This is an optimization exercise on Yosys and OpenROAD, whose aim is small area, not a production implementation. Only simulation tests tie the RTL to the original design; equivalence was not proved. Power is estimated from default activity; no workload was simulated.

==> cedar: inputs <==
==> flow/design.v <==
`default_nettype none
module flashNavigator
#(
  parameter STARTUP_WAIT = 32'd1000
)
(
    input wire clk,
    input wire rst,
    output reg flashClk,
    input wire flashMiso,
    output reg flashMosi,
    output reg flashCs,
    input wire [5:0] charAddress,
    output wire [7:0] charOutput,
    input wire btn1,
    input wire btn2
);
localparam [32:0] SEQ_START = 33'd446;
reg [23:3] readAddress;
reg [32:0] counter;
reg busy;
reg done;
reg dataReady;
reg bufValid;
reg [7:0] byteIn;
reg [263:0] ring0;
reg [263:0] ring1;
reg dispSel;           
reg [5:0] psi;         
wire [10:0] c = counter[10:0];
wire waitOver = (counter > STARTUP_WAIT);
wire start = !busy && !done && waitOver && btn1 && btn2;
wire [4:0] addrIdx = ~c[5:1];
wire [23:0] fullAddr = {readAddress, 3'b000};
wire addrBit = fullAddr[addrIdx];
wire inCmd = (c[9:0] == 10'd447) || (c[9:4] == 6'b011100 && c[3:0] != 4'hf);
wire mosiOne = (c[9:4] == 6'b011100 && c[3:0] >= 4'd11);
wire inAddr = (c[9:6] == 4'b0111 && c[5:4] != 2'b00);
wire sample = busy && c[9] && c[0];
wire inject = busy && c[3:0] == 4'd0 && (c[10] || (c[9] && c[8:4] != 5'd0));
wire swap = done && !dataReady;
always @(posedge clk) begin
  if (rst) begin
    flashClk <= 1'b0;
    flashMosi <= 1'b0;
    flashCs <= 1'b1;
    readAddress <= 21'd0;
    counter <= 33'd0;
    busy <= 1'b0;
    done <= 1'b0;
    dataReady <= 1'b0;
    bufValid <= 1'b0;
  end else begin
    flashCs <= !busy;
    flashClk <= busy && (c[0] ^ inCmd);
    flashMosi <= busy && (mosiOne || (inAddr && addrBit));
    if (start) begin
      busy <= 1'b1;
      dataReady <= 1'b0;
      counter <= SEQ_START;
    end else if (done) begin
      counter <= STARTUP_WAIT;
      dataReady <= 1'b1;
      bufValid <= 1'b1;
      if (!btn1) begin
        readAddress <= readAddress + 21'd3;
        done <= 1'b0;
      end else if (!btn2) begin
        readAddress <= readAddress - 21'd3;
        done <= 1'b0;
      end
    end else begin
      counter <= counter + 33'd1;
      if (busy && c[10]) begin
        busy <= 1'b0;
        done <= 1'b1;
      end
    end
  end
end
always @(posedge clk) begin
  if (sample)
    byteIn <= {byteIn[6:0], flashMiso};
  ring0 <= {ring0[255:0], (inject && dispSel) ? byteIn : ring0[263:256]};
  ring1 <= {ring1[255:0], (inject && !dispSel) ? byteIn : ring1[263:256]};
  if (swap) begin
    dispSel <= !dispSel;
    psi <= 6'd4;
  end else
    psi <= (psi >= 6'd31) ? psi - 6'd31 : psi + 6'd2;
end
reg [7:0] chosenByte;
reg [3:0] dataNib;
reg [3:0] addrNib;
reg [6:0] charOut;
function [6:0] hex;
  input [3:0] v;
  hex = (v <= 4'd9) ? 7'd48 + v : 7'd55 + v;
endfunction
wire [4:0] b = charAddress[5:1];
wire [6:0] qsum = psi + b;
wire [5:0] q = (qsum >= 7'd33) ? qsum - 7'd33 : qsum[5:0];
reg [32:0] hot;
reg [7:0] pick;
integer s;
always @(*) begin
  for (s = 0; s < 33; s = s + 1)
    hot[s] = (q == ((2*s) % 33));
  pick = 8'd0;
  for (s = 0; s < 33; s = s + 1)
    pick = pick | ({8{bufValid && !dispSel && hot[s]}} & ring0[s*8 +: 8])
                | ({8{bufValid && dispSel && hot[s]}} & ring1[s*8 +: 8]);
end
reg [3:0] addrNibNext;
always @(*) begin
  case (charAddress[3:0])
    4'd8:  addrNibNext = readAddress[23:20];
    4'd9:  addrNibNext = readAddress[19:16];
    4'd10: addrNibNext = readAddress[15:12];
    4'd11: addrNibNext = readAddress[11:8];
    4'd12: addrNibNext = readAddress[7:4];
    4'd13: addrNibNext = {readAddress[3], 3'b000};
    default: addrNibNext = 4'd0;
  endcase
end
always @(posedge clk) begin
  if (rst) begin
    chosenByte <= 8'd0;
    dataNib <= 4'd0;
    addrNib <= 4'd0;
    charOut <= 7'd0;
  end else begin
    chosenByte <= pick;
    dataNib <= charAddress[0] ? chosenByte[3:0] : chosenByte[7:4];
    addrNib <= addrNibNext;
    if (charAddress[5:4] == 2'b11) begin
      case (charAddress[3:0])
        4'd0: charOut <= "A";
        4'd1: charOut <= "d";
        4'd2: charOut <= "d";
        4'd3: charOut <= "r";
        4'd4: charOut <= ":";
        4'd6: charOut <= "0";
        4'd7: charOut <= "x";
        4'd8, 4'd9, 4'd10, 4'd11, 4'd12, 4'd13: charOut <= hex(addrNib);
        4'd15: charOut <= dataReady ? " " : "L";
        default: charOut <= " ";
      endcase
    end else
      charOut <= hex(dataNib);
  end
end
assign charOutput = {1'b0, charOut};
endmodule
==> flow/run.sh <==
#!/bin/bash
# synth_recipe.tcl (not shown) runs the flow's synth.tcl, then flattens the netlist and writes it again
# the make line also repeats each setting of config.mk as NAME=value (left out here)
make -C /OpenROAD-flow-scripts/flow DESIGN_CONFIG=/design/flow/config.mk WORK_HOME=/design/flow/orfs CLKGATE_MAP_FILE= SYNTH_SCRIPT=/design/flow/synth_recipe.tcl finish
==> flow/config.mk <==
export PLATFORM = sky130hd
export DESIGN_NAME = flashNavigator
export DESIGN_NICKNAME = flashNavigator
export VERILOG_FILES = /design/flow/design.v
export SDC_FILE = /design/flow/constraint.sdc
export NUM_CORES = 4
export LEC_CHECK = 0
export CAP_MARGIN = 20
export CORE_MARGIN = 2
export CORE_UTILIZATION = 40
export PLACE_DENSITY = 0.6
export SLEW_MARGIN = 20
==> flow/constraint.sdc <==
create_clock -name core_clock -period 10.0 [get_ports {clk}]
set_input_delay 2.0000 -clock core_clock [delete_from_list [all_inputs] [get_ports {clk}]]
set_output_delay 2.0000 -clock core_clock [all_outputs]
set_load 0.01 [all_outputs]
==> violet (differences from cedar) <==
--- a/flow/design.v
+++ b/flow/design.v
@@ -23,5 +23,4 @@
 reg dataReady;
 reg bufValid;
-reg [7:0] byteIn;
 reg [263:0] ring0;
 reg [263:0] ring1;
@@ -38,5 +37,4 @@
 wire inAddr = (c[9:6] == 4'b0111 && c[5:4] != 2'b00);
 wire sample = busy && c[9] && c[0];
-wire inject = busy && c[3:0] == 4'd0 && (c[10] || (c[9] && c[8:4] != 5'd0));
 wire swap = done && !dataReady;
 always @(posedge clk) begin
@@ -79,12 +77,29 @@
   end
 end
+wire [7:0] injBit;
+genvar gi;
+generate
+  for (gi = 0; gi < 8; gi = gi + 1) begin : inj
+    assign injBit[gi] = sample && c[3:1] == 7 - gi;
+  end
+endgenerate
+reg [263:0] next0, next1;
+integer k;
+always @(*) begin
+  next0 = {ring0[255:0], ring0[263:256]};
+  next1 = {ring1[255:0], ring1[263:256]};
+  for (k = 0; k < 8; k = k + 1) begin
+    if (injBit[7 - k] && dispSel)
+      next0[16*k + 7 - k] = flashMiso;
+    if (injBit[7 - k] && !dispSel)
+      next1[16*k + 7 - k] = flashMiso;
+  end
+end
 always @(posedge clk) begin
-  if (sample)
-    byteIn <= {byteIn[6:0], flashMiso};
-  ring0 <= {ring0[255:0], (inject && dispSel) ? byteIn : ring0[263:256]};
-  ring1 <= {ring1[255:0], (inject && !dispSel) ? byteIn : ring1[263:256]};
+  ring0 <= next0;
+  ring1 <= next1;
   if (swap) begin
     dispSel <= !dispSel;
-    psi <= 6'd4;
+    psi <= 6'd1;
   end else
     psi <= (psi >= 6'd31) ? psi - 6'd31 : psi + 6'd2;
--- a/flow/config.mk
+++ b/flow/config.mk
@@ -9,4 +9,5 @@
 export CORE_MARGIN = 2
 export CORE_UTILIZATION = 40
+export CTS_BUF_LIST = sky130_fd_sc_hd__clkbuf_8
 export PLACE_DENSITY = 0.6
 export SLEW_MARGIN = 20
==> juniper (differences from cedar) <==
--- a/flow/design.v
+++ b/flow/design.v
@@ -23,5 +23,4 @@
 reg dataReady;
 reg bufValid;
-reg [7:0] byteIn;
 reg [263:0] ring0;
 reg [263:0] ring1;
@@ -38,5 +37,4 @@
 wire inAddr = (c[9:6] == 4'b0111 && c[5:4] != 2'b00);
 wire sample = busy && c[9] && c[0];
-wire inject = busy && c[3:0] == 4'd0 && (c[10] || (c[9] && c[8:4] != 5'd0));
 wire swap = done && !dataReady;
 always @(posedge clk) begin
@@ -79,12 +77,29 @@
   end
 end
+wire [7:0] injBit;
+genvar gi;
+generate
+  for (gi = 0; gi < 8; gi = gi + 1) begin : inj
+    assign injBit[gi] = sample && c[3:1] == 7 - gi;
+  end
+endgenerate
+reg [263:0] next0, next1;
+integer k;
+always @(*) begin
+  next0 = {ring0[255:0], ring0[263:256]};
+  next1 = {ring1[255:0], ring1[263:256]};
+  for (k = 0; k < 8; k = k + 1) begin
+    if (injBit[7 - k] && dispSel)
+      next0[16*k + 7 - k] = flashMiso;
+    if (injBit[7 - k] && !dispSel)
+      next1[16*k + 7 - k] = flashMiso;
+  end
+end
 always @(posedge clk) begin
-  if (sample)
-    byteIn <= {byteIn[6:0], flashMiso};
-  ring0 <= {ring0[255:0], (inject && dispSel) ? byteIn : ring0[263:256]};
-  ring1 <= {ring1[255:0], (inject && !dispSel) ? byteIn : ring1[263:256]};
+  ring0 <= next0;
+  ring1 <= next1;
   if (swap) begin
     dispSel <= !dispSel;
-    psi <= 6'd4;
+    psi <= 6'd1;
   end else
     psi <= (psi >= 6'd31) ? psi - 6'd31 : psi + 6'd2;
--- a/flow/config.mk
+++ b/flow/config.mk
@@ -9,4 +9,5 @@
 export CORE_MARGIN = 2
 export CORE_UTILIZATION = 40
+export CTS_BUF_LIST = sky130_fd_sc_hd__clkbuf_4
 export PLACE_DENSITY = 0.6
 export SLEW_MARGIN = 20
==> notes <==
juniper completed with no timing, DRC or antenna violations. cedar went through all stages and came out clean. violet completed without violations.
Against violet, the die area of cedar is lower by 0.77%.
Fmax, highest first: juniper, violet, cedar.
Clock power, lowest first: juniper, violet, cedar.
Against violet, the sequential power of cedar is higher by about 2%.
In non-clock buffer count, violet and juniper do not differ.
The lowest sequential share of layout area belongs to violet, the highest to cedar.
Between cedar and violet, the lower sequential cell count is in violet (gap 8).
Clock skew: juniper is higher than violet (13 ps).
Via count: juniper > violet > cedar.
==> figures <==
|  | violet | cedar | juniper |
|---|---|---|---|
| Outcome | complete, no violations | complete, no violations | complete, no violations |
| Util after Layout | 46.5% | 46.9% | 45.9% |
| Post-placement worst setup slack | 2270 ps | 2180 ps | 2270 ps |
| Clock tree root driver cell | clkbuf_8 | clkbuf_16 | clkbuf_4 |
| Achievable clock frequency | 0.139 GHz | 0.136 GHz | 0.144 GHz |
| Fraction of final layout cells sized beyond drive strength 1 | 13.5% | 11.3% | 16.2% |
| Final Cycle Share | 71.7% | 73.8% | 69.4% |
| Comb pwr | 0.00192 W | 0.00145 W | 0.00191 W |
| Post-Syn Instances | 1866 | 1810 | 1866 |
| Routed met2 length | 28.2 mm | 26.9 mm | 28.3 mm |
| Highest routing layer actually used | met4 | met4 | met5 |
| Area Growth Syn to Fin | 15.5% | 15.4% | 13.8% |
| Final critical-path required period | 7170 ps | 7380 ps | 6940 ps |
| Worst Tran Pin Value | 1220 ps | 1140 ps | 1180 ps |
| Final cell count without fillers | 2679 | 2551 | 2764 |
| Leakage power | 8.90 nW | 8.55 nW | 8.78 nW |
| Launch point of the worst reg-to-reg path | psi[0] | psi[0] | psi[0] |
| Wire length reported by the detailed router | 63.7 mm | 58.9 mm | 64.2 mm |
| Number of inserted filler cells in the final layout | 4658 | 4568 | 4747 |
| Post-Syn Area per Cell | 11.1 um2 | 11.3 um2 | 11.1 um2 |

==> port drivers added, routing unchanged <==
Ports are ideal in the flow. The routed layouts listed here were re-timed in OpenROAD. Step 1 assumes that a clkbuf_16 drives the clock port and a buf_2 every other input. Step 2 also shifts input and output timing later by t, the mid clock arrival at the registers, as if the neighbouring blocks saw the same clock. Slacks: ideal / step 1 / step 2; pairs: ideal / step 1.
| run | t (ns) | setup slack, ns | worst hold slack (ns) | worst slew at a driven data input, ns | pins driven straight from the clock port |
|---|---|---|---|---|---|
| cedar | 0.684 | 2.622 / 2.656 / 1.972 | 0.306 / 0.306 / 0.306 | 0.04 | 1 |
| violet | 0.754 | 2.828 / 2.856 / 2.102 | 0.311 / 0.311 / 0.311 | 0.04 | 1 |
| juniper | 1.008 | 3.057 / 3.087 / 2.079 | 0.300 / 0.300 / 0.300 | 0.04 | 1 |
After both steps setup and hold are still met in every run listed. For juniper, which loses most, drivers alone change the setup slack by +0.030 ns; drivers and shift together by -0.978 ns.
